This is an optimization exercise on Yosys and OpenROAD, whose aim is small area, a short achievable clock period and few clock cycles, not a production implementation.
The RTL was checked by simulation tests, not by an equivalence proof against the original design.
The clock port is modelled as an ideal driver; clocking choices that lean on that would not hold on a real chip.

Design interpolation, start of the top module:
module interpolation (
    input           clk,
    input           RST,
    input           START,
    input   [5:0]   H0,
    input   [5:0]   V0,
    input   [3:0]   SW,
    input   [3:0]   SH,
    output          REN,
    input   [7:0]   R_DATA,
    output  [11:0]  ADDR,
    output  [7:0]   O_DATA,
    output          O_VALID
);
Size in the first run: roughly 590 cells after synthesis, about 120 flip-flops, ~53 I/O pins, about 6900 um^2 of cells after synthesis.
Settings: LEC_CHECK=0, CAP_MARGIN=20, CORE_MARGIN=2, CORE_UTILIZATION=60, SLEW_MARGIN=20; clock period 30.0 ns.
standard.sh (not shown) runs the stock make flow with config.mk's settings and CLKGATE_MAP_FILE= SYNTH_SCRIPT=/design/flow/synth_recipe.tcl, a recipe that flattens the netlist after the stock synthesis.
==> flow/flow/run.sh <==
#!/bin/bash
# The standard ORFS layout (the standard.sh) with these changes:
#  - the port buffers are sky130_fd_sc_hd__buf_2 cells instead of the
#    cell buffer_ports picks by itself (a slow clkdlybuf4s50);
#  - the clock tree is one level of four sky130_fd_sc_hd__clkbuf_16 cells,
#    one per quadrant of the placed flip-flops, built before the CTS step
#    (pre_cts.tcl), which then leaves the clock nets alone.
# make's full output goes to standard.log; ORFS keeps each step's log under
# orfs/logs.
set -euo pipefail
here="$(cd "$(dirname "${BASH_SOURCE[0]}")" && pwd)"
export BUFFER_PORTS_ARGS="-buffer_cell sky130_fd_sc_hd__buf_2"
export PRE_RESIZE_TCL="$here/pre_resize.tcl"
export PRE_CTS_TCL="$here/pre_cts.tcl"
export CTS_ARGS="-repair_clock_nets -dont_use_dummy_load"
bash standard.sh finish > standard.log 2>&1
==> flow/flow/pre_cts.tcl <==
# Clock tree of one level: the clock port drives four clkbuf_16 cells, one per
# quadrant of the placed flip-flops (split at the median x and median y), each
# placed at the centre of its flip-flops.
set block [ord::get_db_block]
set clknet [$block findNet clk]
set sinks [$clknet getITerms]
set xs {}
set ys {}
foreach it $sinks {
  set loc [[$it getInst] getLocation]
  lappend xs [lindex $loc 0]
  lappend ys [lindex $loc 1]
}
set xs [lsort -integer $xs]
set ys [lsort -integer $ys]
set mx [lindex $xs [expr {[llength $xs] / 2}]]
set my [lindex $ys [expr {[llength $ys] / 2}]]
set master [[ord::get_db] findMaster sky130_fd_sc_hd__clkbuf_16]
for {set q 0} {$q < 4} {incr q} {
  set buf($q) [odb::dbInst_create $block $master "clkbuf_q$q"]
  set net($q) [odb::dbNet_create $block "clknet_q$q"]
  $net($q) setSigType CLOCK
  [$buf($q) findITerm A] connect $clknet
  [$buf($q) findITerm X] connect $net($q)
  set sx($q) 0
  set sy($q) 0
  set n($q) 0
}
foreach it $sinks {
  set loc [[$it getInst] getLocation]
  set q [expr {([lindex $loc 0] >= $mx ? 1 : 0) + ([lindex $loc 1] >= $my ? 2 : 0)}]
  $it disconnect
  $it connect $net($q)
  set sx($q) [expr {$sx($q) + [lindex $loc 0]}]
  set sy($q) [expr {$sy($q) + [lindex $loc 1]}]
  incr n($q)
}
for {set q 0} {$q < 4} {incr q} {
  $buf($q) setLocation [expr {$sx($q) / $n($q)}] [expr {$sy($q) / $n($q)}]
  $buf($q) setPlacementStatus PLACED
  puts "clock quadrant $q: $n($q) flip-flops"
}

# clock_tree_synthesis then leaves these nets as they are
set_cts_config -skip_nets {clk clknet_q0 clknet_q1 clknet_q2 clknet_q3}
Other scripts of this flow, unchanged in this note and not shown: flow/flow/pre_resize.tcl
Testbench counts at the start, summed over its fixed seeds: cycles 21,452.
Rerun with:
==> flow/flow/run.sh (replaced) <==
#!/bin/bash
# The standard ORFS layout (the standard.sh) with these changes:
#  - the port buffers are sky130_fd_sc_hd__buf_2 cells instead of the
#    cell buffer_ports picks by itself (a slow clkdlybuf4s50);
#  - clock tree synthesis adds no dummy loads and uses a clkbuf_16 root
#    with clkbuf_4 buffers below it.
# make's full output goes to standard.log; ORFS keeps each step's log under
# orfs/logs.
set -euo pipefail
here="$(cd "$(dirname "${BASH_SOURCE[0]}")" && pwd)"
export BUFFER_PORTS_ARGS="-buffer_cell sky130_fd_sc_hd__buf_2"
export PRE_RESIZE_TCL="$here/pre_resize.tcl"
export CTS_ARGS="-sink_clustering_enable -repair_clock_nets -dont_use_dummy_load -root_buf sky130_fd_sc_hd__clkbuf_16 -buf_list sky130_fd_sc_hd__clkbuf_4"
bash standard.sh finish > standard.log 2>&1
removed: flow/flow/pre_cts.tcl
Outcome: Clock skew rose by 0.0076 ns. Global-route usage rose by 1.5 points. Register-to-register slack is about the same. Utilization rose by 0.40 points. Wire length rose by 0.41%. Sequential share of layout area fell by 0.23 points. First-iteration DRC count rose by 81%. Hold slack degrades by 0.0091 ns.

[port drivers added, routing unchanged]
How much do the figures lean on ideal ports? The routed layouts below were timed once more, with nothing changed but the port constraints.
Step 1, drivers: a clkbuf_16 drives clk and a buf_2 each remaining input, both assumed.
Step 2 times the ports against the registers' clock, not the clock port: input delays grow and output delays shrink by t, the midpoint of the rising clock arrivals with the driver on.
Three values: no drivers, after step 1, after step 2; two values: the first two.
| run | t (ns) | setup WS [ns] | clock arrival spread, ns | cell pins on the clock port's net |
|---|---|---|---|---|
| the first run | 0.251 | 23.160 / 23.133 / 23.082 | 0.022 / 0.022 | 4 |
| the second run | 0.379 | 23.034 / 22.996 / 23.079 | 0.029 / 0.029 | 1 |
After both steps setup and hold are still met in every run listed. The setup slack of the first run, which loses most, moves by -0.027 ns with the drivers and by -0.078 ns with both steps.
